What follows belongs to an exercise in optimizing a design on an open flow for small area, a short achievable clock period and few clock cycles per item; a production flow would make more cautious choices.
No run shown here included a check of the RTL's function; only the layout flow was run.
No activity file was given, so power comes from the tool's default toggle rates.

## flow/design.v (module list and top-level ports; edited modules follow where they fit)
// module Raptor64Mult: 2484 lines
// module pgc: 6 lines
// module gpn: 6 lines
// module gn: 5 lines
// module digq: 10 lines
// module bmx: 5 lines
// module bx: 5 lines
// module bxn: 5 lines
// module fa3: 6 lines
// module ha2: 6 lines
// module fa1c: 6 lines
module Raptor64Mult(rst, clk, ld, sgn, isMuli, a, b, imm, o, done);
  // ...
==> flow/run.sh <==
#!/bin/bash
# synth_recipe.tcl (not shown) runs the flow's synth.tcl, then flattens the netlist and writes it again
# the make line also repeats each setting of config.mk as NAME=value (left out here)
make -C /OpenROAD-flow-scripts/flow DESIGN_CONFIG=/design/flow/config.mk WORK_HOME=/design/flow/orfs CLKGATE_MAP_FILE= SYNTH_SCRIPT=/design/flow/synth_recipe.tcl finish
==> flow/config.mk <==
export PLATFORM = sky130hd
export DESIGN_NAME = Raptor64Mult
export DESIGN_NICKNAME = Raptor64Mult
export VERILOG_FILES = /design/flow/design.v
export SDC_FILE = /design/flow/constraint.sdc
export NUM_CORES = 4
export LEC_CHECK = 0
export ABC_CLOCK_PERIOD_IN_PS = 3000
export CAP_MARGIN = 20
export CORE_MARGIN = 2
export CORE_UTILIZATION = 55
export SETUP_SLACK_MARGIN = 5
export SLEW_MARGIN = 20
export SYNTH_HIERARCHICAL = 1
export SYNTH_MINIMUM_KEEP_SIZE = 0
==> flow/constraint.sdc <==
create_clock -name core_clock -period 10.0 [get_ports {clk}]
set_input_delay 2.0000 -clock core_clock [delete_from_list [all_inputs] [get_ports {clk}]]
set_output_delay 2.0000 -clock core_clock [all_outputs]
set_load 0.01 [all_outputs]
==> impl_metrics.toml, run 1 <==
[finish]
multi_input_area_share = 0.612
top_register = "dr"
fin_nets = 4013
drive_above_1_share = 0.0308
buf_share = 0.0822
clock_tree_area_fraction = 0.0448

[critical_path]
r2r_setup_slack_ns = 6.35
crit_chain = "buf_4, mux2i_1, o21a_1, inv_1, o31ai_1"
cpPeakStageDelay_ns = 0.79

[sta]
rsz0062_at_grt = "false"
finalSetupViolCount = 0
min_period_ns = 3.70

[placed_design]
placedInstanceArea_sq_um = 38200

[detailed_routing]
antenna_left = 0
met2_length_um = 49500
first_pass_iters = 6
m1WireLength_um = 42600

[synthesis]
yosysMostFrequentCell = "xor2_1"
yosys.area.top_type = "dfxtp_1"
synthFlopType = "dfxtp_1"

[clock_tree]
holdBufCountCts = 0
clk_path_buf_depth = 3
clkSinkCount = 467

[power]
combPwrFrac = 0.675

[global_routing]
top_usage_layer = "met2"

[run_status]
status = "timing/DRC/antenna clean"

[die]
core_sq_um = 61500
==> run 2: changes to the inputs <==
--- a/flow/config.mk
+++ b/flow/config.mk
@@ -7,9 +7,9 @@
 export LEC_CHECK = 0
 export ABC_CLOCK_PERIOD_IN_PS = 3000
-export CAP_MARGIN = 20
+export CAP_MARGIN = 50
 export CORE_MARGIN = 2
 export CORE_UTILIZATION = 55
 export SETUP_SLACK_MARGIN = 5
-export SLEW_MARGIN = 20
+export SLEW_MARGIN = 70
 export SYNTH_HIERARCHICAL = 1
 export SYNTH_MINIMUM_KEEP_SIZE = 0
==> run 2 against run 1 <==
Net effect: via count grew 1.0%; power is 0.41% higher; clock-buffer cell count fell by 6; final area up 1.6%; register-to-register slack better by 0.30 ns; synthesized cell count unchanged; sequential power about the same; combinational power about the same; core utilization is 1.0 points higher; clock power hardly changed; cell count up 0.49%; largest power group unchanged; critical path depth is 4 lower.
==> impl_metrics.toml, run 2 <==
[placed_design]
placedInstanceArea_sq_um = 38700
place_congestion = 0.901
hpwl_um = 80800
portBuffers = 325

[min_path]
hold_path_class = "reg -> reg"
worstHoldStart = "dr[21]$_DFF_P_"

[detailed_routing]
drt_iter0_drc = 2033
first_pass_iters = 6
drt-total-wl_um = 106000
wl_per_cell_um = 25.8
viasPerCell = 6.01
vias = 24600
antenna_left = 0
drc = 0

[flow_run]
cap_viol_max_count = 0

[clock_tree]
holdBufCountCts = 0
root_buffer = "clkbuf_16"
clk_pin_slew_worst_paths_ns = 0.07
cts_tree = "yes"
numCtsBuffers = 51
postCtsSetupBuffers = 0
clkLatencyLatePin_ns = 0.65
clk_path_buf_depth = 3
clkSinkCount = 467
cts_htree_levels = 2
postCtsResizedCells = 0

[power]
combPwrFrac = 0.674
power_density_nw_per_um2 = 401
p_clk_frac = 0.126
vdd_drop_max_mv = 0.256
cellLeakagePower_nw = 19.6
intPower_mw = 9.02
seq_power_share = 0.200
switchingPower_mw = 7.27
swShare = 0.446
p_total_mw = 16.3

[synthesis]
synth_area_per_cell_sq_um = 11.7
synthTopCellsByArea = "dfxtp_1, fa_1, xor2_1"
synth_edf_count = 0
syn-instance-count = 2904
yosysSeqAreaShare = 0.274
synthFlopType = "dfxtp_1"
yosysMostFrequentCell = "xor2_1"
syn-cell-area_sq_um = 34100
synthTopCellsByCount = "xor2_1, dfxtp_1, a22o_1"
synth_top_area_frac = 0.274
yosys.area.top_type = "dfxtp_1"
ys_seq_elements = 467
ys_types = 55
synth_warnings = 8
synthArstFlopShare = 0

[global_routing]
grt_max_degree = 50
grt_first_pass_wirelength_um = 162000
met2_usage = 0.556
grt_use_total = 0.337
overflow = 0
grt_pass1_vias = 26100
use_met3 = 0.0667
grtUsageMet1 = 0.448
antenna_found_initial = 0
top_usage_layer = "met2"

[finish]
largest_reg_flops = 70
areaGrowthSynthToFinish_pct = 19.2
final_common_cell = "xor2_1"
fillers = 4834
top_register = "dr"
fin_nets = 4027
drive_above_1_share = 0.0912
final_cell_mix = "xor2_1, a22o_1, fa_1"
top_regs = "dr x70, sr x66, ar x65"
design_area_sq_um = 40600
postLayoutCoreUtil = 0.661

[critical_path]
r2r-start = "ar[39]$_DFF_P_"
cp_num_buf_inv = 1
critPathRequiredTime_ns = 8.00
crit_chain = "clkdlybuf4s50_1"
cp_slowest_cell = "clkdlybuf4s50_1"
worstPathArrival_ns = 1.71
worst_path_dominant_cell_family = "buffers and inverters"
crit_fanout = 2
worstSetupStartpoint = "dr[9]$_DFF_P_"
crit_type = "reg -> out"
start_kind = "flop"
cp-end-kind = "output pin"
cpPeakStageDelay_ns = 0.67

[die]
initial_core_util = 0.555
dieHeight_um = 253
core_sq_um = 61500
ioPinCount = 326
dieWidth_um = 253
die_area_sq_um = 64000
fp-row-count = 91

[sta]
finalSetupViolCount = 0
clock_skew_ns = 0.0341
rsz0062_at_grt = "false"
period_share = 0.371
hold_viol_final = 0
timing.fmax_ghz = 0.270
whs_ns = 0.465
min_period_ns = 3.71
drv_slew = 0
finalSetupTns_ns = 0

[run_status]
status = "timing/DRC/antenna clean"
run 2: cell types whose count changed in the layout (fill, tap and decap cells not counted), moves of 6 or more:
cell and change:
clkbuf_1 -6, dfxtp_1 -167, buf_8 +6, dfxtp_4 +29, dfxtp_2 +138, clkinv_4 +6
run 2: cell type report:
class | count | area, sq um | share of cell area
diodes | 1 | 2.50 | 0.0000616
clock buffers | 58 | 1340 | 0.0330
clock inverters | 38 | 480 | 0.0118
inverters | 27 | 101 | 0.00249
multi-input cells | 2369 | 24500 | 0.603
flip-flops and latches | 467 | 9640 | 0.237
well taps | 790 | 988 | 0.0243
repair buffers | 343 | 3580 | 0.0881
run 2: Yosys stat by module, one instance, submodules excluded:
module,flip-flops and latches,copies in the design,cells inside,area (sq um)
bmx,0,455,1,8.76
gpn,0,137,2,13.8
Raptor64Mult,362,1,1010,11600
bxn,0,7,1,8.76
fa3,0,449,1,20.0
pgc,0,72,1,12.5
ha2,0,13,1,12.5
bx,0,448,1,8.76
digq,21,5,21,420
fa1c,0,2,5,27.5
gn,0,61,1,7.51
run 2: per-stage QoR:
stage                     std cells  setup slack (ns)
after global placement         3983              5.80
after detailed placement       3995              6.24
after floorplan                2905              6.83
after global routing           4092              6.25
after CTS                      4091              6.28
final                          4093              6.29
run 2: cell families after synthesis:
logic type	Yosys count	synth area share
buffers and inverters	69	0.00859
other	1	0.000110
xor gates and xnor gates	527	0.135
muxes	67	0.0198
and+or+nand+nor	432	0.0715
DFF	467	0.274
adders and majority gates	571	0.309
AOI/OAI and AO/OA	770	0.181
run 2: per-layer routing:
metal	wire [um]	vias up
met5	0	-
li1	-	10900
met4	3710	0
met2	50400	1077
met3	8150	210
met1	43500	12400
run 2: worst paths after layout:
| path | endpoint | depth (start not counted) | slack (ns) |
|---|---|---|---|
| setup / recovery | o[9] | 1 | 6.29 |
| hold / removal | dr[7]$_DFF_P_ | 2 | 0.47 |
| setup reg to reg | sr[28]$_SDFF_PN0_ | 7 | 6.65 |
| hold reg to reg | dr[7]$_DFF_P_ | 2 | 0.47 |
run 2: power groups by stage:
stage          Combinational [mW]  Sequential [mW]  Clock [mW]
2_1_floorplan                6.92             2.98           0
3_3_place_gp                 10.7             3.25           0
3_5_place_dp                 11.0             3.26           0
4_1_cts                      11.0             3.23        2.08
5_1_grt                      12.3             3.30        2.16
6_report                     11.0             3.26        2.05

==> what the ideal ports hide <==
In the flow no input, the clock included, has a driving cell. The finished layouts below were timed again as built, in two steps.
Step 1 assumes that a clkbuf_16 drives the clock port and a buf_2 every other input.
Step 2 also shifts input and output timing later by t, the mid clock arrival at the registers, as if the neighbouring blocks saw the same clock.
a / b / c = no drivers / after step 1 / after step 2; a / b = the first two.
run | shift t [ns] | setup slack, ns | latest minus earliest clock arrival (ns) | worst register clock-pin slew, ns | pins driven straight from the clock port
run 1 | 0.680 | 6.299 / 6.252 / 5.650 | 0.023 / 0.023 | 0.07 / 0.07 | 1
run 2 | 0.696 | 6.293 / 6.230 / 6.174 | 0.034 / 0.035 | 0.07 / 0.07 | 1
After both steps every run listed still meets setup and hold. For run 1, which loses most, drivers alone change the setup slack by -0.047 ns; drivers and shift together by -0.649 ns.
